Context: an optimization exercise on an open-source flow, tuned for small area. The choices shown serve that exercise and are no tape-out recipe.
In this exercise RTL edits were held to simulation tests only and were not proved equivalent to the original.
No activity file was given, so power comes from the tool's default toggle rates.

// WS2812_module
module WS2812_module #(
	parameter FAMILY          = "LIFCL",
	parameter LED_COUNT       = 32,
	parameter CLOCK_FREQUENCY = 38000000
)
(
	input wire				clk_i,
	input wire				resetn_i,
	output reg				led_ctl_o,					 
	output reg				int_o,						 
	output wire				debug_o,
	input wire				apb_penable_i,				 
	input wire				apb_psel_i,					 
	input wire				apb_pwrite_i,				 
	input wire [5:0]  	apb_paddr_i,
	input wire [31:0]	apb_pwdata_i,
	output reg [31:0]	apb_prdata_o,
	output reg				apb_pslverr_o,				 
	output reg				apb_pready_o
);
Size: ~860 flip-flops, about 24000 um2 of cells after synthesis.
clock: 26.0 ns
lec_check: 0
cap_margin: 20
core_margin: 2
core_utilization: 80
place_density: 0.85
slew_margin: 20
synth_hierarchical: 1
standard.sh (not shown) runs the stock make flow with config.mk's settings and CLKGATE_MAP_FILE= SYNTH_SCRIPT=/design/flow/synth_recipe.tcl, a recipe that flattens the netlist after the stock synthesis.
==> flow/flow/run.sh <==
#!/bin/bash
# The standard layout (standard.sh, all ORFS steps), with two changes:
#  - port buffers are buf_1 instead of the flow's default choice;
#  - CTS settings below (no dummy loads).
# Each tool's output is in the ORFS logs under orfs/logs; make's output in standard.log.
set -e
export BUFFER_PORTS_ARGS="-buffer_cell sky130_fd_sc_hd__buf_1"
export CTS_ARGS="-sink_clustering_enable -repair_clock_nets -dont_use_dummy_load -buf_list sky130_fd_sc_hd__clkbuf_8 -sink_clustering_size 19 -sink_clustering_max_diameter 45"
bash standard.sh > standard.log 2>&1
The first run passed the timing, DRC and antenna checks.
Rerun with:
--- a/flow/flow/run.sh
+++ b/flow/flow/run.sh
@@ -6,4 +6,4 @@
 set -e
 export BUFFER_PORTS_ARGS="-buffer_cell sky130_fd_sc_hd__buf_1"
-export CTS_ARGS="-sink_clustering_enable -repair_clock_nets -dont_use_dummy_load -buf_list sky130_fd_sc_hd__clkbuf_8 -sink_clustering_size 19 -sink_clustering_max_diameter 45"
+export CTS_ARGS="-sink_clustering_enable -repair_clock_nets -dont_use_dummy_load -buf_list sky130_fd_sc_hd__clkbuf_8 -tree_buf sky130_fd_sc_hd__clkbuf_4 -sink_clustering_size 18 -sink_clustering_max_diameter 50"
 bash standard.sh > standard.log 2>&1
Effect:
- The new run passed the timing, DRC and antenna checks
- non-clock buffer count stays the same
- die area is unchanged
- via count barely changes
Rerun with:
--- a/flow/flow/run.sh
+++ b/flow/flow/run.sh
@@ -6,4 +6,4 @@
 set -e
 export BUFFER_PORTS_ARGS="-buffer_cell sky130_fd_sc_hd__buf_1"
-export CTS_ARGS="-sink_clustering_enable -repair_clock_nets -dont_use_dummy_load -buf_list sky130_fd_sc_hd__clkbuf_8 -tree_buf sky130_fd_sc_hd__clkbuf_4 -sink_clustering_size 18 -sink_clustering_max_diameter 50"
+export CTS_ARGS="-sink_clustering_enable -repair_clock_nets -dont_use_dummy_load -buf_list sky130_fd_sc_hd__clkbuf_8 -sink_clustering_size 18 -sink_clustering_max_diameter 50"
 bash standard.sh > standard.log 2>&1
- GPL_ROUTABILITY_DRIVEN: not set -> 0
- GPL_TIMING_DRIVEN: not set -> 0
Register-to-register slack is worse by 140 ps; fmax falls by about 3.7%; final area rises by about 1.7%; setup slack is worse by 430 ps; synthesized cell count stays the same; utilization rises by 1.5 points.
Rerun with:
--- a/flow/flow/run.sh
+++ b/flow/flow/run.sh
@@ -6,4 +6,4 @@
 set -e
 export BUFFER_PORTS_ARGS="-buffer_cell sky130_fd_sc_hd__buf_1"
-export CTS_ARGS="-sink_clustering_enable -repair_clock_nets -dont_use_dummy_load -buf_list sky130_fd_sc_hd__clkbuf_8 -sink_clustering_size 18 -sink_clustering_max_diameter 50"
+export CTS_ARGS="-sink_clustering_enable -repair_clock_nets -dont_use_dummy_load -buf_list sky130_fd_sc_hd__clkbuf_8 -sink_clustering_size 17 -sink_clustering_max_diameter 60"
 bash standard.sh > standard.log 2>&1
- GPL_ROUTABILITY_DRIVEN: 0 -> not set
- GPL_TIMING_DRIVEN: 0 -> not set
Outcome: Wire length fell by 2.4%. Global-route usage fell by 1.2 points. Count of clock-buffer cells in the layout rose by 2. Worst setup slack gains 450 ps. Clock power rose by about 1%. Sequential power is about the same.

==> port drivers added, routing unchanged <==
No port has a modelled driver above. Below, the same layouts with a new extraction and two added sets of constraints. Step 1 (the two cells are an assumption about what drives the block):
set clk [get_ports {clk_i}]
set_driving_cell -lib_cell sky130_fd_sc_hd__clkbuf_16 $clk
set_driving_cell -lib_cell sky130_fd_sc_hd__buf_2 [delete_from_list [all_inputs] $clk]
Step 2 adds t to the input delays and takes it off the output delays; t is the mean of the earliest and latest rising clock arrival at the registers after step 1. Input paths then give back, and output paths get back, about the clock's delay inside the block. a / b / c = no drivers / after step 1 / after step 2; a / b = the first two.
run | t (ns) | slack for setup (ns) | hold WS [ns] | clock arrival spread, ns | pins driven straight from the clock port
the first run | 0.651 | 14.612 / 14.579 / 14.579 | 0.249 / 0.249 / 0.249 | 0.076 / 0.077 | 1
the second run | 0.662 | 14.600 / 14.566 / 14.566 | 0.286 / 0.286 / 0.286 | 0.068 / 0.067 | 1
the third run | 0.660 | 14.166 / 14.141 / 14.141 | 0.293 / 0.293 / 0.293 | 0.086 / 0.086 | 1
the fourth run | 0.658 | 14.611 / 14.578 / 14.578 | 0.245 / 0.245 / 0.245 | 0.099 / 0.099 | 1
After both steps every run listed still meets setup and hold. The setup slack of the second run, which loses most, moves by -0.034 ns with the drivers and by -0.034 ns with both steps.
